This is an optimization exercise on Yosys and OpenROAD, whose aim is small area, a short achievable clock period and few clock cycles per item, not a production implementation.
Function was checked by simulation only, so behaviour that the tests miss may differ from the original.
Power figures rest on the tool's default switching activity, not on a simulated workload.

==> design/flow/standard.sh <==
#!/bin/bash
# synth_recipe.tcl (not shown) runs the flow's synth.tcl, then flattens the netlist and writes it again
# the make line also repeats each setting of config.mk as NAME=value (left out here)
make -C /OpenROAD-flow-scripts/flow DESIGN_CONFIG=/design/flow/config.mk WORK_HOME=/design/flow/orfs CLKGATE_MAP_FILE= SYNTH_SCRIPT=/design/flow/synth_recipe.tcl "${@:-finish}"
==> design/flow/design.v <==
module cache(
    clk,
    proc_reset,
    proc_read,
    proc_write,
    proc_addr,
    proc_rdata,
    proc_wdata,
    proc_stall,
    mem_read,
    mem_write,
    mem_addr,
    mem_rdata,
    mem_wdata,
    mem_ready
);
    input          clk;
    input          proc_reset;
    input          proc_read, proc_write;
    input   [29:0] proc_addr;
    input   [31:0] proc_wdata;
    output         proc_stall;
    output  [31:0] proc_rdata;
    input  [127:0] mem_rdata;
    input          mem_ready;
    output         mem_read, mem_write;
    output  [27:0] mem_addr;
    output [127:0] mem_wdata;
    localparam S_IDLE = 2'd0;
    localparam S_RD   = 2'd1;
    localparam S_WR   = 2'd2;
    reg  [1:0]   state;
    reg  [1:0]   next_state;
    wire [24:0]  tag    = proc_addr[29:5];
    wire [2:0]   index  = proc_addr[4:2];
    wire [1:0]   offset = proc_addr[1:0];
    wire s_idle = (state == S_IDLE);
    wire s_rd   = (state == S_RD);
    wire s_wr   = (state == S_WR);
    wire req    = proc_read || proc_write;
    reg  [127:0] fill;
    always @(*) begin
        fill = mem_rdata;
        if (proc_write) fill[offset*32 +: 32] = proc_wdata;
    end
    reg  [7:0]   valid;
    wire [7:0]   line_hit;
    wire [127:0] line_data [0:7];
    wire [7:0]   sel = 8'b1 << index;
    genvar gi, gw;
    generate
        for (gi = 0; gi < 8; gi = gi + 1) begin : g_line
            reg  [24:0]  ltag;
            reg  [127:0] ldata;
            cache_tag_cmp u_cmp (
                .v(valid[gi]), .a(ltag), .b(tag), .hit(line_hit[gi])
            );
            assign line_data[gi] = ldata;
            always @(posedge clk)
                if (sel[gi] && s_rd) ltag <= tag;
            for (gw = 0; gw < 4; gw = gw + 1) begin : g_word
                always @(posedge clk)
                    if (sel[gi] && (s_rd || (s_wr && offset == gw)))
                        ldata[gw*32 +: 32] <= fill[gw*32 +: 32];
            end
        end
    endgenerate
    wire         hit;
    wire [127:0] line;
    wire [7:0]   hsel;
    cache_dec8 u_hdec (.index(index), .sel(hsel));
    cache_hsel8 u_hsel (.sel(hsel), .d(line_hit), .q(hit));
    genvar gv;
    generate
        for (gv = 0; gv < 4; gv = gv + 1) begin : g_lword
            wire [7:0] dsel;
            cache_dec8 u_dec (.index(index), .sel(dsel));
            cache_wsel8 u_wsel (
                .sel(dsel),
                .d0(line_data[0][gv*32 +: 32]), .d1(line_data[1][gv*32 +: 32]),
                .d2(line_data[2][gv*32 +: 32]), .d3(line_data[3][gv*32 +: 32]),
                .d4(line_data[4][gv*32 +: 32]), .d5(line_data[5][gv*32 +: 32]),
                .d6(line_data[6][gv*32 +: 32]), .d7(line_data[7][gv*32 +: 32]),
                .q(line[gv*32 +: 32])
            );
        end
    endgenerate
    wire [3:0] wsel = {offset == 2'd3, offset == 2'd2, offset == 2'd1, offset == 2'd0};
    wire       done;
    cache_rsel8 u_rsel (
        .sel({{4{s_rd}} & wsel, {4{!s_rd}} & wsel}),
        .d0(line[31:0]),       .d1(line[63:32]),
        .d2(line[95:64]),      .d3(line[127:96]),
        .d4(mem_rdata[31:0]),  .d5(mem_rdata[63:32]),
        .d6(mem_rdata[95:64]), .d7(mem_rdata[127:96]),
        .q(proc_rdata)
    );
    reg  [127:0] merged;
    integer mw;
    always @(*)
        for (mw = 0; mw < 4; mw = mw + 1)
            merged[mw*32 +: 32] = wsel[mw] ? proc_wdata : line[mw*32 +: 32];
    assign mem_addr   = proc_addr[29:2];
    assign mem_wdata  = merged;
    assign proc_stall = !done;
    cache_ctl_out u_ctl (
        .hit(hit),
        .go_rd(s_idle && proc_read && !proc_write),
        .go_wr(s_idle && proc_write),
        .ready_done(mem_ready && (s_wr || (s_rd && !proc_write))),
        .s_rd(s_rd), .s_wr(s_wr),
        .mem_read(mem_read), .mem_write(mem_write), .done(done)
    );
    always @(*) begin
        next_state = state;
        case (state)
            S_IDLE: if (proc_write && hit)                      next_state = S_WR;
                    else if ((proc_read || proc_write) && !hit) next_state = S_RD;
            S_RD:   if (mem_ready) next_state = proc_write ? S_WR : S_IDLE;
            S_WR:   if (mem_ready) next_state = S_IDLE;
            default:               next_state = S_IDLE;
        endcase
    end
    always @(posedge clk or posedge proc_reset) begin
        if (proc_reset) begin
            state <= S_IDLE;
            valid <= 8'b0;
        end else begin
            state <= next_state;
            if (s_rd) valid[index] <= 1'b1;
        end
    end
endmodule
module cache_tag_cmp(v, a, b, hit);
    input        v;
    input [24:0] a, b;
    output       hit;
    assign hit = v && (a == b);
endmodule
module cache_rsel8(sel, d0, d1, d2, d3, d4, d5, d6, d7, q);
    input  [7:0]   sel;
    input  [31:0] d0, d1, d2, d3, d4, d5, d6, d7;
    output [31:0] q;
    assign q = ({32{sel[0]}} & d0) | ({32{sel[1]}} & d1)
             | ({32{sel[2]}} & d2) | ({32{sel[3]}} & d3)
             | ({32{sel[4]}} & d4) | ({32{sel[5]}} & d5)
             | ({32{sel[6]}} & d6) | ({32{sel[7]}} & d7);
endmodule
module cache_ctl_out(hit, go_rd, go_wr, ready_done, s_rd, s_wr,
                     mem_read, mem_write, done);
    input  hit, go_rd, go_wr, ready_done, s_rd, s_wr;
    output mem_read, mem_write, done;
    assign mem_read  = ((go_rd || go_wr) && !hit) || s_rd;
    assign mem_write = (go_wr && hit) || s_wr;
    assign done      = (go_rd && hit) || ready_done;
endmodule
module cache_dec8(index, sel);
    input  [2:0] index;
    output [7:0] sel;
    assign sel = 8'b1 << index;
endmodule
module cache_hsel8(sel, d, q);
    input  [7:0] sel;
    input  [7:0] d;
    output       q;
    assign q = |(sel & d);
endmodule
module cache_wsel8(sel, d0, d1, d2, d3, d4, d5, d6, d7, q);
    input  [7:0]  sel;
    input  [31:0] d0, d1, d2, d3, d4, d5, d6, d7;
    output [31:0] q;
    assign q = ({32{sel[0]}} & d0) | ({32{sel[1]}} & d1)
             | ({32{sel[2]}} & d2) | ({32{sel[3]}} & d3)
             | ({32{sel[4]}} & d4) | ({32{sel[5]}} & d5)
             | ({32{sel[6]}} & d6) | ({32{sel[7]}} & d7);
endmodule
==> design/flow/flow/run.sh <==
#!/bin/bash
# Layout flow: the standard ORFS flow (standard.sh, standard synthesis
# unchanged), with two changes to how the layout is made:
#  - the port buffers that global placement inserts are the smallest buffer
#    (buf_1) rather than the delay cells the resizer picks by default;
#  - clock tree synthesis runs with ORFS's default arguments plus
#    -dont_use_dummy_load, so no dummy loads are added to the clock tree,
#    and with sinks clustered up to 22 to a leaf buffer (at most 100 um across).
# make's full output goes to standard.log in this folder; ORFS's per-step
# logs stay under orfs/logs/.
set -euo pipefail
export BUFFER_PORTS_ARGS="-buffer_cell sky130_fd_sc_hd__buf_1"
export CTS_ARGS="-sink_clustering_enable -repair_clock_nets -dont_use_dummy_load -sink_clustering_size 22 -sink_clustering_max_diameter 100"
bash standard.sh > standard.log 2>&1
==> design/flow/constraint.sdc <==
create_clock -name core_clock -period 5.0 [get_ports {clk}]
set_input_delay 1.0000 -clock core_clock [delete_from_list [all_inputs] [get_ports {clk}]]
set_output_delay 1.0000 -clock core_clock [all_outputs]
set_load 0.01 [all_outputs]
==> design/flow/config.mk <==
export PLATFORM = sky130hd
export DESIGN_NAME = cache
export DESIGN_NICKNAME = cache
export VERILOG_FILES = /design/flow/design.v
export SDC_FILE = /design/flow/constraint.sdc
export NUM_CORES = 4
export LEC_CHECK = 0
export CAP_MARGIN = 20
export CORE_MARGIN = 2
export CORE_UTILIZATION = 40
export SETUP_SLACK_MARGIN = 2.0
export SLEW_MARGIN = 20
export SYNTH_HIERARCHICAL = 1
export TNS_END_PERCENT = 0
==> results of run 1 <==
flip-flops by register name, summed over array words and instances, names as in the netlist:
register,count
state,2
valid,8
g_line.ltag,200
g_line.ldata,1024
per-module statistics from Yosys, one instance, submodules excluded:
module         cells inside  flip-flops and latches  cell area [um2]
cache_hsel8               5                       0             36.3
cache                  1761                    1234            40900
cache_dec8                8                       0             65.1
cache_ctl_out             4                       0             30.0
cache_rsel8             184                       0             1340
cache_tag_cmp            34                       0              279
cache_wsel8             184                       0             1340
final cells by class:
type                       count  share of cell area
antenna                        6            0.000260
clock buffer                  67              0.0290
inverter                       9            0.000585
multi-input combinational   1563               0.219
sequential                  1234               0.640
tap                         1650              0.0357
timing repair buffer         679              0.0748
worst paths after layout:
| kind | start | to | slack [ps] |
|---|---|---|---|
| max | proc_addr[4] | proc_rdata[1] | 710 |
| min | proc_reset | state[1]$_DFFE_PP0P_ | 320 |
| max reg2reg | state[1]$_DFFE_PP0P_ | g_line[6].ldata[48]$_DFFE_PP_ | 2310 |
| min reg2reg | valid[5]$_DFFE_PP0P_ | valid[5]$_DFFE_PP0P_ | 470 |
| max in group asynchronous | proc_reset | valid[7]$_DFFE_PP0P_ | 4270 |
| min in group core_clock | valid[5]$_DFFE_PP0P_ | valid[5]$_DFFE_PP0P_ | 470 |
per-stage QoR:
| step | hold WS (ps) | utilization | cell area [um2] | setup WS, ps | power (mW) |
|---|---|---|---|---|---|
| global placement | 449 | 0.439 | 54900 | 175 | 16.0 |
| global route | 343 | 0.462 | 57800 | 744 | 22.2 |
| finish | 324 | 0.462 | 57800 | 708 | 21.6 |
| detailed placement | 460 | 0.439 | 54900 | 208 | 16.1 |
| CTS | 297 | 0.461 | 57700 | 855 | 21.6 |
| floorplan | 427 | - | 50200 | 1410 | 14.2 |
routing by layer:
| metal | vias to the layer above | track usage | routed length [um] | part of all wire |
|---|---|---|---|---|
| met5 | - | 0 | 265 | 0.0015 |
| met4 | 24 | 0.101 | 7360 | 0.041 |
| met3 | 352 | 0.115 | 26100 | 0.15 |
| met2 | 2195 | 0.382 | 74900 | 0.42 |
| met1 | 16900 | 0.373 | 69400 | 0.39 |
| li1 | 13400 | - | - | - |
layout by cell type, fill, tap and decap left out, types with 5 or more instances in the layout:
cell / count
mux2_2: 128
nor2_1: 8
nor2b_4: 8
buf_2: 12
nand2_1: 78
edfxtp_1: 1224
a21o_1: 5
xor2_1: 128
clkbuf_16: 68
nor2_4: 24
nor4_2: 20
and3b_2: 8
buf_6: 17
a22oi_1: 591
nor4_1: 18
o21ai_0: 28
nor3b_1: 5
diode_2: 6
buf_1: 364
dfrtp_1: 10
buf_12: 34
and2_1: 5
nor2_2: 6
buf_4: 242
ha_1: 7
nand3_1: 16
nor2b_1: 14
nor3b_2: 11
xnor2_1: 72
inv_1: 8
o21ai_1: 5
and3b_4: 8
a31o_2: 5
a22o_1: 96
a22oi_2: 53
nand4_1: 177
report_power, final:
group / switching [mW] / internal, mW
registers: 0.166 / 12.1
logic: 2.74 / 1.08
clock network: 3.12 / 2.40
synth_stat cells, drive strengths merged (5+ instances only):
cell	instances	area share
edfxtp	1224	0.73
a22oi	644	0.097
buf	178	0.025
nand4	177	0.022
mux2	128	0.029
xor2	128	0.022
a22o	96	0.017
nand2	78	0.0058
xnor2	72	0.013
nor4	40	0.0060
nor2	38	0.0028
o21ai	33	0.0033
nor2b	23	0.0029
clkbuf	19	0.0014
nand3	17	0.0017
nor3b	17	0.0025
and3b	15	0.0030
and2	11	0.0014
ha	11	0.0027
dfrtp	10	0.0050
inv	9	0.00067
nor3	7	0.00070
a21o	5	0.00075
a21oi	5	0.00080
a31o	5	0.00087
and3	5	0.00075
timing repair:
| action | CTS | global route |
|---|---|---|
| pin swaps | 41 | 13 |
| resized for setup | 127 | 15 |
| gates cloned | 6 | 0 |
| hold endpoints to repair | 0 | 0 |
| setup endpoints to repair | 673 | 776 |
| hold buffers | 0 | 0 |
| setup buffers | 48 | 9 |
cells by family (layout without fill, tap and decap cells):
logic type                 after synthesis  count (layout)  share of synthesized area
AOI/OAI and AO/OA                      791             791                      0.120
xor gates and xnor gates               200             200                     0.0349
adders and majority gates               11              11                    0.00274
buffers and inverters                  206             755                     0.0269
DFF                                   1234            1234                      0.737
muxes                                  128             128                     0.0287
other                                    0               6                          0
and+or+nand+nor                        432             433                     0.0504
==> flow_summary_export.csv, run 1 <==
group,metric,value,unit
cts,clkSlewWorstSetupHoldPaths,90,ps
global_route,groute.usage.overall,0.271,
worst_setup_path,end_kind,"output port",
timing,rsz0062_at_grt,"true",
die,fp.dieH,358,um
worst_setup_path,crit_fanout,12,
power_and_ir_drop,ir_drop,269,uV
worst_setup_path,reg2reg_depth,6,
worst_setup_path,cp_cell_sequence,"clkbuf_8 > buf_12 > and3b_2 > buf_12 > a22oi_1 > nand4_1 > a22oi_1 > nand4_1 > buf_2",
worst_setup_path,critPathBufInv,4,
worst_setup_path,path_class,"primary input to output port",
cells_and_area,seq_area,37000,um2
status,outcome,"timing/DRC/antenna clean",
worst_setup_path,worst_setup_path_start_kind,"primary input",
cells_and_area,nets,3760,
synth,seq_area_frac_synth,0.737,
place,hpwlAfterDp,121000,um
route,avgViaCountPerCell,6.31,
cells_and_area,syn2layout_area_growth,15.0,%
synth,syn-cell-area,50200,um2
route,drt_iter0_markers,4951,
die,initial_utilization,0.402,
cells_and_area,finalNonFillerCells,5208,
timing,finalCritPeriodShare,0.858,
synth,synthFlopType,"edfxtp_1",
flow_run,drv_cap,0,
cts,cts_tree,"yes",
synth,netlist_instances,3002,
timing,timing.setup.tns,0,ps
worst_setup_path,critPathRequiredTime,4000,ps
cts,clock_tree.buffer_depth,3,
global_route,grt_max_degree,50,
cells_and_area,drive_above_1_share,0.193,
timing,max_slew_margin,0.215,
worst_setup_path,slowest_delay,390,ps
die,die_w,358,um
timing,setup_viol,0,
timing,slew_viol_final,0,
synth,ys_warn_count,7,
place,portBuffers,385,
min_path,hp-class,"primary input to async pin",
cells_and_area,multi_input_area,12700,um2
die,design.core.area,125000,um2
timing,max_freq,233,MHz
cts,ctsRootBufferMaster,"clkbuf_16",
cts,clock_latency,670,ps
timing,period_needed,4290,ps
global_route,overflow,0,
route,firstDrtPassIters,5,
route,postRouteAntennaNets,0,
worst_setup_path,cp_data_arrival_time,3290,ps
cts,htreeDepth,3,
timing,hold_viol_final,0,
synth,postSynthAreaPerCell,16.7,um2
worst_setup_path,crit_family,"simple AND/OR/NAND/NOR gates",
die,rows,130,
cells_and_area,nFillCells,10800,
die,pin_count,386,
place,dp.cells,5072,
worst_setup_path,cp.depth,9,
power_and_ir_drop,power_density,375,nW/um2
synth,synth_fp_nets,3208,
worst_setup_path,cpMaxStageDelayCell,"nand4_1",
synth,ys_ff_latch,1234,
synth,synth_edf_count,1224,
global_route,grt_pass1_wl,242000,um
global_route,first_global_vias,30700,
global_route,antenna_found_initial,24,
route,via_count,32800,
power_and_ir_drop,leakage,18.0,nW
route,wl,178000,um
die,die_area,128000,um2
place,place.gp.congestion,0.965,
synth,postSynth.asyncResetShare,0.00810,
synth,ys_types,41,
cts,cts-buffers-inserted,67,
cts,clock-sinks,1234,
route,wl_per_cell,34.2,um
timing,worst_slew_pin_slew,1180,ps
timing,finalClockSkew,88.1,ps
route,drc,0,
Testbench counts, summed over its fixed seeds: cycles 109,150, items 32,000.
==> inputs of run 2 (changes only) <==
--- a/design/flow/design.v
+++ b/design/flow/design.v
@@ -46,7 +46,13 @@
     reg  [7:0]   valid;
     wire [7:0]   line_hit;
     wire [127:0] line_data [0:7];
-    wire [7:0]   sel = 8'b1 << index;
+    reg  [7:0]   acc_sel;
+    reg  [3:0]   acc_wsel;
+    always @(posedge clk)
+        if (s_idle) begin
+            acc_sel  <= 8'b1 << index;
+            acc_wsel <= 4'b1 << offset;
+        end
     genvar gi, gw;
     generate
         for (gi = 0; gi < 8; gi = gi + 1) begin : g_line
@@ -57,10 +63,10 @@
             );
             assign line_data[gi] = ldata;
             always @(posedge clk)
-                if (sel[gi] && s_rd) ltag <= tag;
+                if (acc_sel[gi] && s_rd) ltag <= tag;
             for (gw = 0; gw < 4; gw = gw + 1) begin : g_word
                 always @(posedge clk)
-                    if (sel[gi] && (s_rd || (s_wr && offset == gw)))
+                    if (acc_sel[gi] && (s_rd || (s_wr && acc_wsel[gw])))
                         ldata[gw*32 +: 32] <= fill[gw*32 +: 32];
             end
         end
@@ -127,7 +133,7 @@
             valid <= 8'b0;
         end else begin
             state <= next_state;
-            if (s_rd) valid[index] <= 1'b1;
+            if (s_rd) valid <= valid | acc_sel;
         end
     end
 endmodule
==> design/flow/flow/run.sh (replaced) <==
#!/bin/bash
# Layout flow: the standard ORFS flow (standard.sh, standard synthesis
# unchanged), with two changes to how the layout is made:
#  - the port buffers that global placement inserts are buf_2 cells rather
#    than the delay cells the resizer picks by default;
#  - clock tree synthesis runs with ORFS's default arguments plus
#    -dont_use_dummy_load, so no dummy loads are added to the clock tree,
#    and with sinks clustered up to 22 to a leaf buffer (at most 100 um across).
# make's full output goes to standard.log in this folder; ORFS's per-step
# logs stay under orfs/logs/.
set -euo pipefail
export BUFFER_PORTS_ARGS="-buffer_cell sky130_fd_sc_hd__buf_2"
export CTS_ARGS="-sink_clustering_enable -repair_clock_nets -dont_use_dummy_load -sink_clustering_size 22 -sink_clustering_max_diameter 100"
bash standard.sh > standard.log 2>&1
==> run 2 against run 1 <==
  * Sequential power up 24%
  * Cell count down 1.4%
  * Worst hold slack improved by 93 ps
  * Highest routed layer unchanged
  * Synthesized cell count shrank 0.37%
  * Wire length up 2.9%
  * Still clean
  * Setup slack improved by 270 ps
  * Global-route usage increased by 0.36 points
==> flow_summary_export.csv, run 2 <==
group,metric,value,unit
status,outcome,"timing/DRC/antenna clean",
synth,synth_compound_area_frac,0.118,
synth,syn-cell-area,50500,um2
die,die_area,129000,um2
cts,cts-buffers-inserted,66,
synth,synth_fp_nets,3191,
route,wl,183000,um
route,via_count,33100,
power_and_ir_drop,power_density,472,nW/um2
global_route,first_global_vias,31600,
die,fp.dieH,359,um
cts,cts_tree,"yes",
timing,max_slew_margin,0.247,
timing,finalClockSkew,70.0,ps
place,hpwlAfterDp,116000,um
synth,synth-adder-area-share,0.00124,
route,postRouteAntennaNets,0,
synth,synth_top_area_cell,"edfxtp_1",
worst_setup_path,reg2reg_depth,4,
worst_setup_path,end_kind,"output port",
worst_setup_path,slowest_delay,390,ps
timing,slew_viol_final,0,
timing,hold_viol_final,0,
synth,netlist_instances,2991,
global_route,groute.usage.overall,0.275,
place,dpl_worst_slack,370,ps
power_and_ir_drop,leakage,19.0,nW
cts,clkSlewWorstSetupHoldPaths,90,ps
cts,clock_tree.buffer_depth,3,
synth,synth_xor_xnor_area_share,0.0347,
worst_setup_path,path_class,"primary input to output port",
synth,ys_warn_count,7,
worst_setup_path,crit_fanout,32,
place,place.gp.congestion,0.932,
place,portBuffers,385,
cts,ctsRootBufferMaster,"clkbuf_16",
timing,setup_viol,0,
synth,synth_top_area_share,0.735,
worst_setup_path,cpMaxStageDelayCell,"nand4_1",
cells_and_area,most-common-layout-cells,"edfxtp_1, a22oi_1, buf_2",
min_path,hp-class,"primary input to async pin",
route,avgViaCountPerCell,6.45,
timing,worst_slew_pin_slew,1130,ps
die,design.core.area,125000,um2
cts,htreeDepth,3,
cells_and_area,nets,3681,
timing,max_freq,249,MHz
synth,ys_ff_latch,1246,
cells_and_area,final_common_cell,"edfxtp_1",
global_route,antenna_found_initial,17,
worst_setup_path,r2r-start,"state[1]$_DFFE_PP0P_",
synth,synthSimpleGateAreaFrac,0.0515,
global_route,grt_pass1_wl,249000,um
worst_setup_path,r2r_slack,1770,ps
route,drt_iter0_markers,4893,
synth,ys_types,42,
die,rows,130,
worst_setup_path,critPathRequiredTime,4000,ps
route,wl_per_cell,35.6,um
synth,synth_edf_count,1236,
worst_setup_path,cp_cell_sequence,"buf_16 > buf_8 > nor3_2 > buf_8 > a22oi_2 > nand4_1 > a22oi_2 > nand4_1 > buf_2",
synth,postSynth.asyncResetShare,0.00803,
cts,clock-sinks,1246,
worst_setup_path,r2r_end,"g_line[0].ldata[39]$_DFFE_PP_",
timing,period_needed,4020,ps
synth,seq_area_frac_synth,0.740,
power_and_ir_drop,ir_drop,354,uV
global_route,grt_max_degree,36,
synth,synthMuxAreaShare,0.0288,
cells_and_area,largest_reg_flops,1024,
die,pin_count,386,
die,initial_utilization,0.403,
synth,synth.area.top_cells,"edfxtp_1, a22oi_1, mux2_2",
worst_setup_path,cp_data_arrival_time,3020,ps
global_route,overflow,0,
place,placed_area,54700,um2
synth,synthFlopType,"edfxtp_1",
route,firstDrtPassIters,6,
cells_and_area,largest-register,"g_line.ldata",
cts,clock_latency,670,ps
cells_and_area,postLayoutCellArea,58000,um2
cells_and_area,syn2layout_area_growth,14.9,%
timing,rsz0062_at_grt,"true",
cells_and_area,drive_above_1_share,0.280,
timing,finalCritPeriodShare,0.804,
cells_and_area,reg_top3,"g_line.ldata: 1024 flops, g_line.ltag: 200 flops",
synth,postSynthAreaPerCell,16.9,um2
synth,yosys-top-cells-count,"edfxtp_1, a22oi_1, nand4_1",
route,drc,0,
synth,synth_top_family_by_area,"compound AO/OA/AOI/OAI gates",
synth,yosysMostFrequentCell,"edfxtp_1",
die,die_w,359,um
worst_setup_path,worst_setup_path_start_kind,"primary input",
timing,timing.setup.tns,0,ps
timing,fin_ws,978,ps
flow_run,drv_cap,0,
[run 2: how the worst max path moves through the flow]
| stage | start | to | depth (start not counted) |
|---|---|---|---|
| after floorplan | proc_addr[7] | proc_stall | 8 |
| after global placement | proc_addr[3] | proc_rdata[0] | 7 |
| after detailed placement | proc_addr[3] | proc_rdata[0] | 7 |
| after CTS | proc_addr[4] | proc_rdata[0] | 10 |
| after global routing | proc_addr[4] | proc_rdata[0] | 9 |
| final | proc_addr[2] | proc_rdata[0] | 9 |
[run 2: logic make-up after synthesis]
logic type | Yosys count
adders and majority gates | 5
DFF | 1246
buffers and inverters | 202
AOI/OAI and AO/OA | 783
and+or+nand+nor | 426
muxes | 129
xor gates and xnor gates | 200
[run 2: stage by stage]
step / instances / power [mW] / utilization / hold slack (ps)
after floorplan: 2991 / 18.3 / - / 433
after global placement: 4977 / 21.5 / 0.436 / 447
after detailed placement: 4977 / 21.7 / 0.436 / 454
after CTS: 5111 / 27.2 / 0.460 / 395
after global routing: 5132 / 28.2 / 0.463 / 430
final: 5137 / 27.4 / 0.463 / 416
[run 2: report_power, final]
group	switching, mW	internal, mW	leakage, nW
registers	0.682	14.7	11.6
clock network	3.15	2.37	0.813
logic	4.88	1.68	6.65
[run 2: area by class of cell]
class                      count  area, um2
multi-input combinational   1548      12500
tap                         1650       2060
sequential                  1246      37400
antenna                        8       20.0
inverter                       6       22.5
fill                       10800      67400
clock buffer                  66       1650
timing repair buffer         613       4450
[run 2: layer usage]
layer,up-vias,global-route usage,share of wire
met5,-,0,0.00036
met3,515,0.0900,0.14
met4,10,0.140,0.059
met2,2548,0.408,0.43
met1,16800,0.361,0.37
li1,13200,-,-
[run 2: critical path, delay by kind of cell]
kind	cells	cell delay, ps
AOI/OAI and AO/OA	2	440
buffers and inverters	4	810
and+or+nand+nor	3	700
[run 2: what timing repair did]
action	4_1_cts	5_1_grt
pin swaps	30	52
cloned	16	0
resized for setup	118	45
buffers inserted	52	18
hold buffers	0	0
endpoints found under the setup margin	687	877
[run 2: Yosys stat by module (local to each module, per instance)]
module	cell area [um2]	copies in the design	cells	flops+latches
cache_tag_cmp	279	8	34	0
cache_ctl_out	30.0	1	4	0
cache_rsel8	1340	1	184	0
cache_hsel8	36.3	1	5	0
cache_wsel8	1340	4	184	0
cache_dec8	65.1	5	8	0
cache	41200	1	1750	1246
Testbench counts of run 2, summed over its fixed seeds: cycles 109,150, items 32,000.
==> inputs of run 3 (changes only) <==
--- a/design/flow/config.mk
+++ b/design/flow/config.mk
@@ -11,4 +11,4 @@
 export SETUP_SLACK_MARGIN = 2.0
 export SLEW_MARGIN = 20
 export SYNTH_HIERARCHICAL = 1
-export TNS_END_PERCENT = 0
+export TNS_END_PERCENT = 10
==> run 3 against run 2 <==
  * Setup slack worse by 160 ps
  * Maximum frequency is 3.9% lower
  * Sequential share of layout area is 2.7 points lower
  * Cell count is 2.3% higher
  * Largest cell class unchanged
  * Highest routed layer unchanged
==> flow_summary_export.csv, run 3 <==
group,metric,value,unit
status,outcome,"timing/DRC/antenna clean",
worst_setup_path,critPathRequiredTime,4000,ps
synth,ys_types,42,
synth,ys_ff_latch,1246,
synth,synth_top_family_by_area,"compound AO/OA/AOI/OAI gates",
cells_and_area,largest-register,"g_line.ldata",
global_route,busiest_layer,"met2",
route,wl_per_cell,34.7,um
worst_setup_path,path_class,"primary input to output port",
cts,clock-sinks,1246,
cells_and_area,largest_reg_flops,1024,
cts,clock_latency,670,ps
die,design.core.area,125000,um2
synth,synth_fp_nets,3191,
power_and_ir_drop,ir_drop,414,uV
synth,synth_edf_count,1236,
synth,synth_top_area_cell,"edfxtp_1",
cts,clock_tree.buffer_depth,3,
synth,synth_xor_xnor_area_share,0.0347,
die,die_w,359,um
timing,max_slew_margin,0.229,
route,drt_iter0_markers,5252,
worst_setup_path,cpMaxStageDelayCell,"a22oi_2",
timing,setup_viol,0,
worst_setup_path,r2r_slack,2160,ps
cts,cts_tree,"yes",
cts,ctsRootBufferMaster,"clkbuf_16",
worst_setup_path,crit_fanout,15,
cts,clkSlewWorstSetupHoldPaths,90,ps
timing,period_needed,4180,ps
global_route,groute.usage.overall,0.272,
worst_setup_path,cp_data_arrival_time,3180,ps
die,rows,130,
global_route,antenna_found_initial,26,
worst_setup_path,cp_cell_sequence,"buf_12 > buf_16 > nor3_4 > buf_12 > buf_4 > a22oi_1 > nand4_1 > a22oi_2 > nand4_1 > buf_2",
global_route,use_met1,0.380,
global_route,grt_max_degree,36,
timing,max_freq,239,MHz
global_route,grt_use_met3,0.0815,
synth,ys_warn_count,7,
place,placed_area,54900,um2
synth,postSynth.asyncResetShare,0.00803,
route,postRouteAntennaNets,0,
timing,whs,333,ps
timing,worst_slew_pin_slew,1160,ps
synth,synth_compound_area_frac,0.118,
route,via_count,33300,
cells_and_area,drive_above_1_share,0.346,
worst_setup_path,r2r_end,"g_line[7].ldata[26]$_DFFE_PP_",
cts,cts-buffers-inserted,68,
flow_run,drv_cap,0,
synth,synthSimpleGateAreaFrac,0.0515,
synth,synth_top_area_share,0.735,
synth,synth-adder-area-share,0.00124,
cells_and_area,most-common-layout-cells,"edfxtp_1, a22oi_1, buf_2",
worst_setup_path,slowest_delay,530,ps
route,firstDrtPassIters,6,
timing,hold_viol_final,0,
place,place.gp.congestion,0.979,
synth,synthMuxAreaShare,0.0288,
power_and_ir_drop,power,27.8,mW
synth,yosys-top-cells-count,"edfxtp_1, a22oi_1, nand4_1",
worst_setup_path,end_kind,"output port",
synth,yosysMostFrequentCell,"edfxtp_1",
place,portBuffers,385,
synth,synth.area.top_cells,"edfxtp_1, a22oi_1, mux2_2",
place,hpwlAfterDp,118000,um
global_route,grt_pass1_wl,249000,um
cells_and_area,reg_top3,"g_line.ldata: 1024 flops, g_line.ltag: 200 flops",
die,initial_utilization,0.403,
min_path,hp-class,"primary input to async pin",
cells_and_area,nets,3793,
timing,slew_viol_final,0,
worst_setup_path,reg2reg_depth,3,
worst_setup_path,critPathBufInv,5,
cells_and_area,syn2layout_area_growth,20.0,%
global_route,first_global_vias,30900,
die,pin_count,386,
timing,finalClockSkew,77.4,ps
global_route,grtUsageMet2,0.401,
synth,syn-cell-area,50500,um2
synth,netlist_instances,2991,
cells_and_area,utilization,0.483,
timing,rsz0062_at_grt,"true",
worst_setup_path,crit_family,"buffers and inverters",
synth,synthFlopType,"edfxtp_1",
cells_and_area,final_common_cell,"edfxtp_1",
route,avgViaCountPerCell,6.34,
die,fp.dieH,359,um
timing,finalCritPeriodShare,0.837,
cells_and_area,postLayoutCellArea,60600,um2
synth,postSynthAreaPerCell,16.9,um2
power_and_ir_drop,leakage,20.0,nW
synth,seq_area_frac_synth,0.740,
route,wl,182000,um
route,drc,0,
die,die_area,129000,um2
worst_setup_path,r2r-start,"state[1]$_DFFE_PP0P_",
power_and_ir_drop,power_density,459,nW/um2
cts,htreeDepth,3,
worst_setup_path,worst_setup_path_start_kind,"primary input",
timing,timing.setup.tns,0,ps
global_route,overflow,0,
[run 3: cell counts after synthesis]
No cell type changed its count.
[run 3: area by class of cell]
type,instances,area (um2)
fill,10600,64800
tap,1650,2060
timing repair buffer,721,5920
multi-input combinational,1550,13500
antenna,12,30.0
clock buffer,68,1700
sequential,1246,37400
inverter,6,40.0
[run 3: routing by layer]
layer  vias to the layer above  share of wire
li1                      13500              -
met1                     17200           0.40
met2                      2244           0.44
met3                       322           0.13
met4                         8          0.042
met5                         -        0.00031
[run 3: power breakdown]
group          leakage, nW  switching, mW  internal [mW]
sequential            11.6          0.759           14.7
combinational         7.62           4.80           1.94
clock                0.838           3.19           2.43
[run 3: cell families after synthesis]
kind of cell / count (synthesis)
AND/OR/NAND/NOR: 426
AO/OA/AOI/OAI: 783
buffers and inverters: 202
XOR/XNOR: 200
adder cells (fa/ha/maj): 5
flip-flops: 1246
multiplexers: 129
[run 3: worst max path at each step]
stage,startpoint,to,cells past startpoint
final,proc_addr[3],proc_rdata[24],10
after global routing,proc_addr[3],proc_rdata[15],11
after CTS,proc_addr[3],proc_rdata[25],10
after detailed placement,proc_addr[4],proc_rdata[31],9
after global placement,proc_addr[4],proc_rdata[31],8
after floorplan,proc_addr[7],proc_stall,8
[run 3: per-module statistics from Yosys, one instance, submodules excluded]
module	copies in the design	cells inside
cache	1	1750
cache_rsel8	1	184
cache_hsel8	1	5
cache_dec8	5	8
cache_wsel8	4	184
cache_tag_cmp	8	34
cache_ctl_out	1	4
[run 3: per-stage QoR]
step | instances | worst slack (ps)
after global routing | 5247 | 859
after floorplan | 2991 | 1770
after detailed placement | 4959 | 337
final | 5253 | 816
after CTS | 5182 | 940
after global placement | 4957 | 145
[run 3: timing repair]
| action | 4_1_cts | 5_1_grt |
|---|---|---|
| resized for setup | 270 | 158 |
| cloned | 18 | 6 |
| setup buffers | 137 | 53 |
| hold buffers | 0 | 0 |
| pin swaps | 151 | 111 |
| endpoints found under the setup margin | 505 | 485 |
[run 3: worst register-to-register path: stages (launching register included)]
cell and delay, ps:
dfrtp_1 470, nor2b_1 580, a21o_1 400, and2_2 960
==> inputs of run 4 (changes only) <==
--- a/design/flow/config.mk
+++ b/design/flow/config.mk
@@ -8,7 +8,7 @@
 export CAP_MARGIN = 20
 export CORE_MARGIN = 2
 export CORE_UTILIZATION = 40
-export SETUP_SLACK_MARGIN = 2.0
+export SETUP_SLACK_MARGIN = 1.3
 export SLEW_MARGIN = 20
 export SYNTH_HIERARCHICAL = 1
-export TNS_END_PERCENT = 10
+export TNS_END_PERCENT = 100
==> run 4 against run 3 <==
  * Critical path type unchanged
  * Register-to-register slack got worse by 80 ps
  * Die area did not move
  * Synthesized cell count did not move
  * Sequential share of layout area fell by 1.9 points
  * Highest routed layer unchanged
  * Final area rose by 3.2%
  * Cell count rose by 1.1%
  * Still clean
  * Largest power group unchanged
==> flow_summary_export.csv, run 4 <==
group,metric,value,unit
status,outcome,"timing/DRC/antenna clean",
die,fp.dieH,359,um
global_route,groute.usage.overall,0.279,
worst_setup_path,r2r_end,"g_line[0].ldata[61]$_DFFE_PP_",
cts,clkSlewWorstSetupHoldPaths,90,ps
cells_and_area,drive_above_1_share,0.373,
worst_setup_path,crit_end,"proc_rdata[7]",
timing,finalClockSkew,90.4,ps
global_route,overflow,0,
cells_and_area,largest_reg_flops,1024,
synth,synth_top_area_cell,"edfxtp_1",
cells_and_area,syn2layout_area_growth,23.8,%
worst_setup_path,critPathRequiredTime,4000,ps
power_and_ir_drop,ir_drop,346,uV
route,drt_iter0_markers,5298,
route,wl,191000,um
route,firstDrtPassIters,6,
min_path,hp-class,"primary input to async pin",
synth,postSynth.asyncResetShare,0.00803,
timing,period_needed,4030,ps
cts,clock_tree.buffer_depth,3,
timing,worst_slew_pin_slew,1260,ps
cts,cts_tree,"yes",
route,avgViaCountPerCell,6.47,
synth,ys_warn_count,7,
synth,yosysMostFrequentCell,"edfxtp_1",
worst_setup_path,r2r-start,"state[1]$_DFFE_PP0P_",
die,die_area,129000,um2
route,postRouteAntennaNets,0,
worst_setup_path,r2r_slack,2080,ps
synth,netlist_instances,2991,
timing,max_slew_margin,0.157,
cells_and_area,nets,3858,
worst_setup_path,reg2reg_depth,4,
global_route,first_global_vias,31900,
synth,synth.area.top_cells,"edfxtp_1, a22oi_1, mux2_2",
route,via_count,34400,
place,dpl_worst_slack,412,ps
cells_and_area,final_common_cell,"edfxtp_1",
global_route,grt_max_degree,36,
cts,clock_latency,700,ps
global_route,antenna_found_initial,17,
die,pin_count,386,
worst_setup_path,worst_setup_path_start_kind,"primary input",
cts,cts-buffers-inserted,68,
power_and_ir_drop,power_density,453,nW/um2
timing,slew_viol_final,0,
synth,postSynthAreaPerCell,16.9,um2
place,portBuffers,385,
synth,synth_top_area_share,0.735,
synth,synthFlopType,"edfxtp_1",
die,rows,130,
die,design.core.area,125000,um2
worst_setup_path,cp_data_arrival_time,3030,ps
synth,syn-cell-area,50500,um2
die,die_w,359,um
global_route,grt_pass1_wl,254000,um
worst_setup_path,crit_fanout,10,
place,place.gp.congestion,0.902,
timing,fin_ws,966,ps
synth,ys_types,42,
timing,hold_viol_final,0,
cells_and_area,postLayoutCellArea,62500,um2
timing,max_freq,248,MHz
cells_and_area,largest-register,"g_line.ldata",
cells_and_area,most-common-layout-cells,"edfxtp_1, a22oi_1, buf_2",
cts,htreeDepth,3,
place,dp.cells,4979,
synth,ys_ff_latch,1246,
timing,finalCritPeriodShare,0.807,
synth,yosys-top-cells-count,"edfxtp_1, a22oi_1, nand4_1",
route,drc,0,
worst_setup_path,path_class,"primary input to output port",
place,placed_area,54700,um2
cts,clock-sinks,1246,
timing,rsz0062_at_grt,"true",
flow_run,drv_cap,0,
cts,ctsRootBufferMaster,"clkbuf_16",
worst_setup_path,startpoint,"proc_addr[2]",
cells_and_area,finalNonFillerCells,5312,
place,hpwlAfterDp,117000,um
cells_and_area,reg_top3,"g_line.ldata: 1024 flops, g_line.ltag: 200 flops",
power_and_ir_drop,leakage,20.8,nW
synth,synth_edf_count,1236,
timing,setup_viol,0,
timing,timing.setup.tns,0,ps
route,wl_per_cell,35.9,um
die,initial_utilization,0.403,
synth,synth_fp_nets,3191,
worst_setup_path,end_kind,"output port",
synth,seq_area_frac_synth,0.740,
## run 4: cells by family (layout without fill, tap and decap cells)
| family | count (synthesis) | count (layout) | share of synthesized area |
|---|---|---|---|
| xor gates and xnor gates | 200 | 200 | 0.0347 |
| other | 0 | 6 | 0 |
| AOI/OAI and AO/OA | 783 | 783 | 0.118 |
| and+or+nand+nor | 426 | 441 | 0.0515 |
| DFF | 1246 | 1246 | 0.740 |
| muxes | 129 | 129 | 0.0288 |
| adders and majority gates | 5 | 5 | 0.00124 |
| buffers and inverters | 202 | 852 | 0.0265 |
## run 4: worst min-delay path by stage
| stage | endpoint | slack (ps) |
|---|---|---|
| final | valid[4]$_DFFE_PP0N_ | 340 |
| after global routing | valid[4]$_DFFE_PP0N_ | 360 |
| after CTS | valid[4]$_DFFE_PP0N_ | 320 |
| after detailed placement | valid[1]$_DFFE_PP0N_ | 450 |
| after global placement | valid[0]$_DFFE_PP0N_ | 450 |
| after floorplan | valid[0]$_DFFE_PP0N_ | 430 |
## run 4: per-module statistics from Yosys, one instance, submodules excluded
module,cells inside,flops+latches
cache_dec8,8,0
cache_rsel8,184,0
cache,1750,1246
cache_tag_cmp,34,0
cache_hsel8,5,0
cache_wsel8,184,0
cache_ctl_out,4,0
## run 4: final cells by class
| class | count | area [um2] |
|---|---|---|
| Antenna cell | 6 | 15.0 |
| Clock buffer | 68 | 1700 |
| Fill cell | 10300 | 62900 |
| Inverter | 6 | 22.5 |
| Multi-Input combinational cell | 1558 | 14000 |
| Sequential cell | 1246 | 37400 |
| Tap cell | 1650 | 2060 |
| Timing Repair Buffer | 778 | 7360 |
## run 4: power by group
part	internal (mW)	switching, mW	total [mW]
Combinational	2.22	5.03	7.25
Clock	2.43	3.22	5.65
Sequential	14.7	0.783	15.5
## run 4: through the flow
stage	hold WS, ps	total power [mW]	utilization
after floorplan	433	18.3	-
after global placement	447	21.5	0.436
after detailed placement	455	21.6	0.436
after CTS	322	27.7	0.479
after global routing	363	29.0	0.499
final	343	28.4	0.499
## run 4: per-layer routing
metal | up-vias | share of wire | global-route usage
li1 | 13600 | - | -
met1 | 17500 | 0.36 | 0.372
met2 | 2791 | 0.44 | 0.414
met3 | 419 | 0.15 | 0.0983
met4 | 14 | 0.047 | 0.114
met5 | - | 0.0021 | 0.0185
## run 4: critical path: stages
cell       delay [ps]
buf_16            140
buf_16            140
buf_4             130
nor3b_4           330
buf_6             180
clkbuf_16         180
a22oi_1            90
nand4_1           120
a22oi_1            80
buf_4             180
nand4_1           260
buf_2             200
## run 4: what timing repair did
item | in CTS | in global routing
resized for setup | 406 | 319
hold buffers | 0 | 0
pin swaps | 179 | 176
gates cloned | 37 | 12
buffers inserted | 136 | 74
endpoints found under the setup margin | 163 | 130
==> inputs of run 5 (changes only) <==
--- a/design/flow/design.v
+++ b/design/flow/design.v
@@ -46,13 +46,7 @@
     reg  [7:0]   valid;
     wire [7:0]   line_hit;
     wire [127:0] line_data [0:7];
-    reg  [7:0]   acc_sel;
-    reg  [3:0]   acc_wsel;
-    always @(posedge clk)
-        if (s_idle) begin
-            acc_sel  <= 8'b1 << index;
-            acc_wsel <= 4'b1 << offset;
-        end
+    wire [7:0]   sel = 8'b1 << index;
     genvar gi, gw;
     generate
         for (gi = 0; gi < 8; gi = gi + 1) begin : g_line
@@ -63,10 +57,10 @@
             );
             assign line_data[gi] = ldata;
             always @(posedge clk)
-                if (acc_sel[gi] && s_rd) ltag <= tag;
+                if (sel[gi] && s_rd) ltag <= tag;
             for (gw = 0; gw < 4; gw = gw + 1) begin : g_word
                 always @(posedge clk)
-                    if (acc_sel[gi] && (s_rd || (s_wr && acc_wsel[gw])))
+                    if (sel[gi] && (s_rd || (s_wr && offset == gw)))
                         ldata[gw*32 +: 32] <= fill[gw*32 +: 32];
             end
         end
@@ -78,16 +72,16 @@
     cache_hsel8 u_hsel (.sel(hsel), .d(line_hit), .q(hit));
     genvar gv;
     generate
-        for (gv = 0; gv < 4; gv = gv + 1) begin : g_lword
+        for (gv = 0; gv < 8; gv = gv + 1) begin : g_lhalf
             wire [7:0] dsel;
             cache_dec8 u_dec (.index(index), .sel(dsel));
             cache_wsel8 u_wsel (
                 .sel(dsel),
-                .d0(line_data[0][gv*32 +: 32]), .d1(line_data[1][gv*32 +: 32]),
-                .d2(line_data[2][gv*32 +: 32]), .d3(line_data[3][gv*32 +: 32]),
-                .d4(line_data[4][gv*32 +: 32]), .d5(line_data[5][gv*32 +: 32]),
-                .d6(line_data[6][gv*32 +: 32]), .d7(line_data[7][gv*32 +: 32]),
-                .q(line[gv*32 +: 32])
+                .d0(line_data[0][gv*16 +: 16]), .d1(line_data[1][gv*16 +: 16]),
+                .d2(line_data[2][gv*16 +: 16]), .d3(line_data[3][gv*16 +: 16]),
+                .d4(line_data[4][gv*16 +: 16]), .d5(line_data[5][gv*16 +: 16]),
+                .d6(line_data[6][gv*16 +: 16]), .d7(line_data[7][gv*16 +: 16]),
+                .q(line[gv*16 +: 16])
             );
         end
     endgenerate
@@ -133,7 +127,7 @@
             valid <= 8'b0;
         end else begin
             state <= next_state;
-            if (s_rd) valid <= valid | acc_sel;
+            if (s_rd) valid[index] <= 1'b1;
         end
     end
 endmodule
@@ -173,10 +167,10 @@
 endmodule
 module cache_wsel8(sel, d0, d1, d2, d3, d4, d5, d6, d7, q);
     input  [7:0]  sel;
-    input  [31:0] d0, d1, d2, d3, d4, d5, d6, d7;
-    output [31:0] q;
-    assign q = ({32{sel[0]}} & d0) | ({32{sel[1]}} & d1)
-             | ({32{sel[2]}} & d2) | ({32{sel[3]}} & d3)
-             | ({32{sel[4]}} & d4) | ({32{sel[5]}} & d5)
-             | ({32{sel[6]}} & d6) | ({32{sel[7]}} & d7);
+    input  [15:0] d0, d1, d2, d3, d4, d5, d6, d7;
+    output [15:0] q;
+    assign q = ({16{sel[0]}} & d0) | ({16{sel[1]}} & d1)
+             | ({16{sel[2]}} & d2) | ({16{sel[3]}} & d3)
+             | ({16{sel[4]}} & d4) | ({16{sel[5]}} & d5)
+             | ({16{sel[6]}} & d6) | ({16{sel[7]}} & d7);
 endmodule
--- a/design/flow/config.mk
+++ b/design/flow/config.mk
@@ -8,7 +8,7 @@
 export CAP_MARGIN = 20
 export CORE_MARGIN = 2
 export CORE_UTILIZATION = 40
-export SETUP_SLACK_MARGIN = 1.3
+export SETUP_SLACK_MARGIN = 2.0
 export SLEW_MARGIN = 20
 export SYNTH_HIERARCHICAL = 1
-export TNS_END_PERCENT = 100
+export TNS_END_PERCENT = 0
==> run 5 against run 4 <==
  * Sequential power is 21% lower
  * Synthesized cell count is 2.5% higher
  * Wire length fell by 5.6%
  * Critical endpoint is now proc_rdata[3]
  * Largest cell class unchanged
==> flow_summary_export.csv, run 5 <==
group,metric,value,unit
place,place.gp.congestion,1.01,
synth,ys_types,42,
cts,ctsRootBufferMaster,"clkbuf_16",
die,rows,131,
cts,cts_tree,"yes",
place,hpwlAfterDp,119000,um
cells_and_area,finalNonFillerCells,5205,
timing,worst_slew_pin_slew,1200,ps
timing,hold_viol_final,0,
synth,seq_area_frac_synth,0.720,
cells_and_area,most-common-layout-cells,"edfxtp_1, a22oi_1, buf_2",
timing,slew_viol_final,0,
route,wl_met3,26500,um
power_and_ir_drop,power_density,373,nW/um2
cts,clock_latency,690,ps
cells_and_area,nets,3735,
timing,setup_viol,0,
synth,synth.area.top_cells,"edfxtp_1, a22oi_1, buf_6",
route,top_layer,"met5",
route,wl_met2,75300,um
synth,synth_fp_nets,3272,
synth,synth_top_area_cell,"edfxtp_1",
die,fp.dieH,362,um
global_route,first_global_vias,31000,
synth,ys_warn_count,7,
global_route,antenna_found_initial,32,
cts,clock-sinks,1234,
synth,syn-cell-area,51400,um2
global_route,grt_pass1_wl,245000,um
worst_setup_path,reg2reg_depth,5,
route,drc,0,
worst_setup_path,cp.depth,8,
worst_setup_path,r2r_end,"g_line[0].ldata[87]$_DFFE_PP_",
global_route,groute.usage.overall,0.267,
cells_and_area,postLayoutCellArea,58300,um2
timing,period_needed,4160,ps
die,design.core.area,128000,um2
route,via_count,33200,
worst_setup_path,end_kind,"output port",
worst_setup_path,cp_data_arrival_time,3160,ps
worst_setup_path,r2r_slack,1530,ps
timing,finalCritPeriodShare,0.833,
min_path,hp-class,"primary input to async pin",
die,die_area,131000,um2
route,firstDrtPassIters,8,
route,wl,180000,um
worst_setup_path,critPathRequiredTime,4000,ps
cells_and_area,reg_top3,"g_line.ldata: 1024 flops, g_line.ltag: 200 flops, valid: 8 flops",
worst_setup_path,slowest_delay,440,ps
die,die_w,362,um
cts,cts-buffers-inserted,66,
cts,clock_tree.buffer_depth,3,
worst_setup_path,worst_setup_path_start_kind,"flop",
global_route,overflow,0,
place,portBuffers,385,
route,postRouteAntennaNets,0,
route,avgViaCountPerCell,6.38,
synth,synth_top_area_share,0.716,
worst_setup_path,path_class,"flop to output port",
die,initial_utilization,0.403,
timing,timing.setup.tns,0,ps
route,wl_per_cell,34.6,um
worst_setup_path,cp_cell_sequence,"nand2b_4 > clkinvlp_4 > and2_4 > buf_12 > buf_4 > a22oi_2 > nand4_1 > buf_2",
timing,max_slew_margin,0.199,
route,drt_iter0_markers,5381,
cts,htreeDepth,3,
die,pin_count,386,
synth,synth_edf_count,1224,
worst_setup_path,crit_end,"proc_rdata[3]",
cells_and_area,final_common_cell,"edfxtp_1",
place,dp.cells,5054,
cells_and_area,syn2layout_area_growth,13.5,%
route,m1WireLength,69500,um
status,outcome,"timing/DRC/antenna clean",
worst_setup_path,crit_family,"buffers and inverters",
cells_and_area,largest-register,"g_line.ldata",
synth,synthFlopType,"edfxtp_1",
worst_setup_path,critPathBufInv,4,
cts,clkSlewWorstSetupHoldPaths,90,ps
synth,yosys-top-cells-count,"edfxtp_1, a22oi_1, nand4_1",
global_route,grt_max_degree,50,
flow_run,drv_cap,0,
cells_and_area,largest_reg_flops,1024,
synth,postSynth.asyncResetShare,0.00810,
synth,netlist_instances,3066,
timing,finalClockSkew,66.0,ps
place,placed_area,55100,um2
timing,whs,366,ps
worst_setup_path,r2r-start,"state[0]$_DFFE_PP0P_",
synth,ys_ff_latch,1234,
synth,postSynthAreaPerCell,16.8,um2
power_and_ir_drop,ir_drop,265,uV
timing,max_freq,240,MHz
synth,yosysMostFrequentCell,"edfxtp_1",
worst_setup_path,crit_fanout,8,
worst_setup_path,startpoint,"state[0]$_DFFE_PP0P_",
power_and_ir_drop,leakage,18.9,nW
cells_and_area,drive_above_1_share,0.302,
worst_setup_path,cpMaxStageDelayCell,"a22oi_2",
power_and_ir_drop,power,21.8,mW
timing,rsz0062_at_grt,"true",
[run 5: cell count changes in the layout (fill, tap and decap cells not counted), moves of 46 or more]
cell     delta
mux2_2     +70
buf_6     -135
buf_2      +76
mux2_4     -71
a22oi_1   +167
buf_12     -46
a22oi_2   -167
[run 5: worst min path at each step]
stage | start | to | slack [ps] | cells after the start
floorplan | valid[5]$_DFFE_PP0P_ | valid[5]$_DFFE_PP0P_ | 430 | 1
global placement | valid[7]$_DFFE_PP0P_ | valid[7]$_DFFE_PP0P_ | 450 | 1
detailed placement | valid[5]$_DFFE_PP0P_ | valid[5]$_DFFE_PP0P_ | 450 | 1
CTS | proc_reset | state[1]$_DFFE_PP0P_ | 330 | 2
global route | proc_reset | state[1]$_DFFE_PP0P_ | 360 | 2
finish | proc_reset | state[1]$_DFFE_PP0P_ | 370 | 2
[run 5: cell type report]
cell class / instances / area, um2
Clock buffer: 66 / 1650
Timing Repair Buffer: 621 / 4210
Tap cell: 1662 / 2080
Fill cell: 11100 / 69200
Sequential cell: 1234 / 37000
Inverter: 9 / 37.5
Multi-Input combinational cell: 1597 / 13300
Antenna cell: 16 / 40.0
[run 5: cells by family (layout without fill, tap and decap cells)]
group | after synthesis | in the layout | synth area share
compound gates | 791 | 791 | 0.119
xor+xnor | 200 | 200 | 0.0341
fa+ha+maj | 11 | 11 | 0.00268
buf+inv | 238 | 696 | 0.0413
flops | 1234 | 1234 | 0.720
mux | 128 | 128 | 0.0281
other cells | 0 | 16 | 0
simple gates | 464 | 467 | 0.0544
[run 5: per-module statistics from Yosys (local to each module, per instance)]
module	area [um2]	flops+latches
cache	40900	1234
cache_ctl_out	30.0	0
cache_wsel8	779	0
cache_rsel8	1340	0
cache_tag_cmp	279	0
cache_dec8	65.1	0
cache_hsel8	36.3	0
[run 5: power by group]
part           total [mW]  switching (mW)  internal (mW)
Sequential           12.3           0.173           12.1
Clock                5.52            3.15           2.36
Combinational        3.93            2.78           1.14
[run 5: per-layer routing]
layer  up-vias  track usage
met1     17000        0.366
met2      2403        0.374
met3       374        0.108
met5         -       0.0122
li1      13400            -
met4        20        0.108
[run 5: per-stage QoR]
stage               worst slack, ps  utilization
detailed placement              170        0.432
CTS                            1000        0.456
global route                    872        0.457
finish                          836        0.457
global placement                194        0.432
floorplan                      1410            -
[run 5: worst reg2reg max path: cells and delay by family, from the launching register on]
kind,cells,cell delay (ps)
compound gates,1,500
buf+inv,2,480
simple gates,2,1760
flops,1,430
[run 5: timing repair]
| action | in CTS | in global routing |
|---|---|---|
| buffers inserted | 54 | 5 |
| setup endpoints to repair | 854 | 1389 |
| gates resized for setup | 161 | 21 |
| cloned | 9 | 0 |
| hold buffers | 0 | 0 |
| hold endpoints to repair | 0 | 0 |
| pin swaps | 52 | 24 |
Testbench counts of run 5, summed over its fixed seeds: cycles 109,150, items 32,000.
==> inputs of run 6 (changes only) <==
--- a/design/flow/design.v
+++ b/design/flow/design.v
@@ -65,41 +65,36 @@
             end
         end
     endgenerate
-    wire         hit;
-    wire [127:0] line;
-    wire [7:0]   hsel;
-    cache_dec8 u_hdec (.index(index), .sel(hsel));
-    cache_hsel8 u_hsel (.sel(hsel), .d(line_hit), .q(hit));
-    genvar gv;
+    wire hit;
+    cache_hsel8 u_hsel (.sel(sel), .d(line_hit), .q(hit));
+    wire [3:0]  wsel = {offset == 2'd3, offset == 2'd2, offset == 2'd1, offset == 2'd0};
+    wire [3:0]  psel = {4{proc_write}} & wsel;
+    wire [31:0] lsel;
+    genvar gs, gt;
     generate
-        for (gv = 0; gv < 8; gv = gv + 1) begin : g_lhalf
-            wire [7:0] dsel;
-            cache_dec8 u_dec (.index(index), .sel(dsel));
-            cache_wsel8 u_wsel (
-                .sel(dsel),
-                .d0(line_data[0][gv*16 +: 16]), .d1(line_data[1][gv*16 +: 16]),
-                .d2(line_data[2][gv*16 +: 16]), .d3(line_data[3][gv*16 +: 16]),
-                .d4(line_data[4][gv*16 +: 16]), .d5(line_data[5][gv*16 +: 16]),
-                .d6(line_data[6][gv*16 +: 16]), .d7(line_data[7][gv*16 +: 16]),
-                .q(line[gv*16 +: 16])
-            );
+        for (gs = 0; gs < 8; gs = gs + 1) begin : g_lsel
+            for (gt = 0; gt < 4; gt = gt + 1) begin : g_wsel
+                assign lsel[gs*4+gt] = sel[gs] && !psel[gt];
+            end
         end
     endgenerate
-    wire [3:0] wsel = {offset == 2'd3, offset == 2'd2, offset == 2'd1, offset == 2'd0};
+    wire [127:0] merged;
+    cache_merge u_merge (
+        .lsel(lsel), .psel(psel),
+        .d({line_data[7], line_data[6], line_data[5], line_data[4],
+            line_data[3], line_data[2], line_data[1], line_data[0]}),
+        .pw(proc_wdata),
+        .q(merged)
+    );
     wire       done;
     cache_rsel8 u_rsel (
         .sel({{4{s_rd}} & wsel, {4{!s_rd}} & wsel}),
-        .d0(line[31:0]),       .d1(line[63:32]),
-        .d2(line[95:64]),      .d3(line[127:96]),
+        .d0(merged[31:0]),     .d1(merged[63:32]),
+        .d2(merged[95:64]),    .d3(merged[127:96]),
         .d4(mem_rdata[31:0]),  .d5(mem_rdata[63:32]),
         .d6(mem_rdata[95:64]), .d7(mem_rdata[127:96]),
         .q(proc_rdata)
     );
-    reg  [127:0] merged;
-    integer mw;
-    always @(*)
-        for (mw = 0; mw < 4; mw = mw + 1)
-            merged[mw*32 +: 32] = wsel[mw] ? proc_wdata : line[mw*32 +: 32];
     assign mem_addr   = proc_addr[29:2];
     assign mem_wdata  = merged;
     assign proc_stall = !done;
@@ -137,6 +132,28 @@
     output       hit;
     assign hit = v && (a == b);
 endmodule
+module cache_hsel8(sel, d, q);
+    input  [7:0] sel;
+    input  [7:0] d;
+    output       q;
+    assign q = |(sel & d);
+endmodule
+module cache_merge(lsel, psel, d, pw, q);
+    input  [31:0]   lsel;
+    input  [3:0]    psel;
+    input  [1023:0] d;
+    input  [31:0]   pw;
+    output [127:0]  q;
+    reg    [127:0]  q;
+    integer i, w;
+    always @(*) begin
+        for (w = 0; w < 4; w = w + 1) begin
+            q[32*w +: 32] = {32{psel[w]}} & pw;
+            for (i = 0; i < 8; i = i + 1)
+                q[32*w +: 32] = q[32*w +: 32] | ({32{lsel[4*i+w]}} & d[128*i + 32*w +: 32]);
+        end
+    end
+endmodule
 module cache_rsel8(sel, d0, d1, d2, d3, d4, d5, d6, d7, q);
     input  [7:0]   sel;
     input  [31:0] d0, d1, d2, d3, d4, d5, d6, d7;
@@ -154,23 +171,3 @@
     assign mem_write = (go_wr && hit) || s_wr;
     assign done      = (go_rd && hit) || ready_done;
 endmodule
-module cache_dec8(index, sel);
-    input  [2:0] index;
-    output [7:0] sel;
-    assign sel = 8'b1 << index;
-endmodule
-module cache_hsel8(sel, d, q);
-    input  [7:0] sel;
-    input  [7:0] d;
-    output       q;
-    assign q = |(sel & d);
-endmodule
-module cache_wsel8(sel, d0, d1, d2, d3, d4, d5, d6, d7, q);
-    input  [7:0]  sel;
-    input  [15:0] d0, d1, d2, d3, d4, d5, d6, d7;
-    output [15:0] q;
-    assign q = ({16{sel[0]}} & d0) | ({16{sel[1]}} & d1)
-             | ({16{sel[2]}} & d2) | ({16{sel[3]}} & d3)
-             | ({16{sel[4]}} & d4) | ({16{sel[5]}} & d5)
-             | ({16{sel[6]}} & d6) | ({16{sel[7]}} & d7);
-endmodule
==> run 6 against run 5 <==
  * Sequential share of layout area shrank 0.62 points
  * Utilization grew 2.0 points
  * Global-route usage grew 0.95 points
  * Largest power group unchanged
  * Clock power grew 0.7%
  * Still clean
  * Synthesized area shrank 3.6%
  * First-iteration DRC count shrank 3.3%
  * Register-to-register slack gained 140 ps
  * Via count shrank 2.7%
  * Sequential cell count is the same
  * Non-clock buffer count grew 132
  * Combinational power is essentially flat
==> flow_summary_export.csv, run 6 <==
group,metric,value,unit
timing,whs,358,ps
worst_setup_path,path_class,"primary input to output port",
cts,clkSlewWorstSetupHoldPaths,90,ps
timing,max_freq,215,MHz
place,place.gp.congestion,0.985,
route,firstDrtPassIters,7,
cts,htreeDepth,3,
timing,max_slew_margin,0.256,
cells_and_area,postLayoutCellArea,58900,um2
die,fp.dieH,356,um
synth,synth_edf_count,1224,
synth,yosys-top-cells-count,"edfxtp_1, a22oi_1, a22o_1",
worst_setup_path,cp_data_arrival_time,3640,ps
power_and_ir_drop,ir_drop,264,uV
min_path,hp-class,"primary input to async pin",
timing,worst_slew_pin_slew,1120,ps
synth,ys_warn_count,8,
cells_and_area,most-common-layout-cells,"edfxtp_1, buf_2, buf_4",
route,drt_iter0_markers,5204,
die,die_w,356,um
route,postRouteAntennaNets,0,
synth,synth.area.top_cells,"edfxtp_1, a22o_1, a22oi_1",
place,portBuffers,385,
synth,synthFlopType,"edfxtp_1",
synth,synth_top_area_cell,"edfxtp_1",
timing,finalClockSkew,62.3,ps
global_route,grt_pass1_wl,243000,um
timing,slew_viol_final,0,
cts,ctsHoldBuffers,0,
cells_and_area,largest_reg_flops,1024,
timing,period_needed,4640,ps
synth,yosysMostFrequentCell,"edfxtp_1",
cells_and_area,nets,3653,
worst_setup_path,crit_fanout,6,
timing,fin_ws,356,ps
synth,postSynth.asyncResetShare,0.00810,
cts,clock_latency,690,ps
cts,cts-buffers-inserted,66,
timing,setup_viol,0,
route,wl_per_cell,35.5,um
synth,ys_types,38,
cells_and_area,seq_area,37000,um2
cts,cts_tree,"yes",
cells_and_area,largest-register,"g_line.ldata",
synth,ys_ff_latch,1234,
synth,seq_area_frac_synth,0.748,
cells_and_area,reg_top3,"g_line.ldata: 1024 flops, g_line.ltag: 200 flops, valid: 8 flops",
die,pin_count,386,
synth,synth_top_area_share,0.743,
global_route,antenna_found_initial,3,
worst_setup_path,critPathRequiredTime,4000,ps
place,placed_area,54600,um2
worst_setup_path,r2r_slack,1670,ps
cells_and_area,multi_input_area,12600,um2
global_route,groute.usage.overall,0.276,
die,die_area,127000,um2
power_and_ir_drop,power_density,371,nW/um2
synth,synth_fp_nets,3006,
die,rows,129,
synth,postSynthAreaPerCell,17.7,um2
synth,syn-cell-area,49500,um2
route,via_count,32300,
route,drc,0,
cts,clock_tree.buffer_depth,3,
global_route,overflow,0,
timing,rsz0062_at_grt,"true",
route,avgViaCountPerCell,6.36,
worst_setup_path,worst_setup_path_start_kind,"primary input",
global_route,first_global_vias,30000,
status,outcome,"timing/DRC/antenna clean",
place,dpl_worst_slack,-320,ps
flow_run,drv_cap,0,
die,initial_utilization,0.401,
die,design.core.area,123000,um2
cells_and_area,nFillCells,10500,
cts,ctsRootBufferMaster,"clkbuf_16",
cells_and_area,drive_above_1_share,0.334,
cells_and_area,final_common_cell,"edfxtp_1",
worst_setup_path,r2r-start,"state[0]$_DFFE_PP0P_",
timing,timing.setup.tns,0,ps
synth,netlist_instances,2798,
power_and_ir_drop,leakage,19.8,nW
cells_and_area,utilization,0.478,
worst_setup_path,startpoint,"proc_addr[2]",
worst_setup_path,end_kind,"output port",
global_route,grt_max_degree,36,
place,hpwlAfterDp,117000,um
timing,hold_viol_final,0,
cts,clock-sinks,1234,
worst_setup_path,reg2reg_depth,4,
route,wl,180000,um
timing,finalCritPeriodShare,0.929,
cells_and_area,syn2layout_area_growth,19.0,%
[run 6: cell count changes after synthesis, moves of 27 or more]
cell | previous run | this run
a221oi_2 | 0 | 119
a222oi_1 | 0 | 128
a22o_1 | 96 | 256
a22oi_1 | 619 | 259
and3b_2 | 27 | 0
buf_2 | 41 | 77
buf_6 | 130 | 25
clkbuf_1 | 19 | 58
mux2_2 | 128 | 0
nand2_1 | 78 | 14
nand3_1 | 17 | 145
nand4_1 | 177 | 49
nor3b_1 | 29 | 2
o21ai_0 | 28 | 1
[run 6: final timing paths]
check | endpoint
setup reg to reg | g_line[7].ldata[110]$_DFFE_PP_
hold / removal | valid[7]$_DFFE_PP0P_
hold reg to reg | valid[4]$_DFFE_PP0P_
setup / recovery | proc_rdata[1]
max in group asynchronous | valid[5]$_DFFE_PP0P_
min in group core_clock | valid[4]$_DFFE_PP0P_
[run 6: per-module statistics from Yosys, one instance, submodules excluded]
module,flip-flops and latches,times used
cache_merge,0,1
cache,1234,1
cache_tag_cmp,0,8
cache_rsel8,0,1
cache_ctl_out,0,1
cache_hsel8,0,1
[run 6: final cells by class]
| class | count | area share |
|---|---|---|
| Inverter | 16 | 0.00136 |
| Tap cell | 1637 | 0.0348 |
| Multi-Input combinational cell | 1374 | 0.214 |
| Sequential cell | 1234 | 0.628 |
| Clock buffer | 66 | 0.0280 |
| Antenna cell | 1 | 0.0000425 |
| Timing Repair Buffer | 753 | 0.0929 |
[run 6: per-stage QoR]
stage	power (mW)	std cells
after floorplan	14.1	2798
final	21.8	5081
after detailed placement	16.1	4835
after global routing	22.3	5080
after global placement	16.1	4834
after CTS	21.7	5044
[run 6: worst max-delay path: stages]
cell,delay [ps]
buf_6,100
buf_6,120
ha_4,190
nand2_4,90
buf_12,130
nor2_4,40
buf_12,150
buf_4,180
a221oi_2,250
nand3_1,250
a22oi_1,250
buf_4,170
nand4_1,300
buf_4,260
buf_2,130
[run 6: report_power, final]
group,switching (mW),internal (mW),leakage (nW)
clock network,3.19,2.36,0.813
registers,0.183,12.1,11.2
logic,2.77,1.19,7.76
[run 6: metal layers]
layer	share of wire	routed length [um]	track usage
met1	0.37	66700	0.364
met5	0.00013	23	0
met3	0.11	20000	0.0631
met4	0.086	15500	0.192
met2	0.43	78000	0.406
[run 6: kinds of logic (layout without fill, tap and decap cells)]
logic type               Yosys count  count (layout)  share of synthesized area
AO/OA/AOI/OAI                    791             791                      0.152
XOR/XNOR                         200             200                     0.0354
adder cells (fa/ha/maj)           13              13                    0.00329
buffers and inverters            208             835                     0.0238
flip-flops                      1234            1234                      0.748
other                              0               1                          0
AND/OR/NAND/NOR                  352             370                     0.0383
[run 6: timing repair]
item	in CTS	in global routing
setup buffers	122	32
endpoints found under the setup margin	471	514
gates cloned	21	2
resized for setup	151	48
pin swaps	66	54
Testbench counts of run 6, summed over its fixed seeds: cycles 109,150, items 32,000.

[afterwards: timing with drivers on the ports]
No port has a modelled driver above. Below, the same layouts with a new extraction and two added sets of constraints.
Step 1: set_driving_cell puts a clkbuf_16 on clk and a buf_2 on each other input, an assumption about the parent block.
Step 2, shift: input delay + t, output delay - t, t = (earliest + latest rising clock arrival at the registers) / 2. This alone moves slack from input paths to output paths.
a / b / c = no drivers / after step 1 / after step 2; a / b = the first two.
run	t, ns	setup WS [ns]	worst hold slack (ns)	clock arrival spread, ns	worst data-port slew with drivers (ns)
run 1	0.712	0.708 / 0.592 / 0.592	0.324 / 0.264 / 0.474	0.102 / 0.102	0.18
run 2	0.724	0.978 / 0.724 / 0.590	0.416 / 0.351 / 0.473	0.071 / 0.071	0.26
run 3	0.702	0.816 / 0.604 / 0.604	0.333 / 0.282 / 0.474	0.091 / 0.092	0.31
run 4	0.692	0.966 / 0.620 / 0.620	0.343 / 0.301 / 0.476	0.141 / 0.141	0.49
run 5	0.743	0.836 / 0.510 / 0.510	0.366 / 0.306 / 0.468	0.074 / 0.074	0.38
run 6	0.709	0.356 / 0.206 / 0.206	0.358 / 0.313 / 0.482	0.103 / 0.103	0.19
After both steps every run listed still meets setup and hold. The setup slack of run 2, which loses most, moves by -0.254 ns with the drivers and by -0.388 ns with both steps.
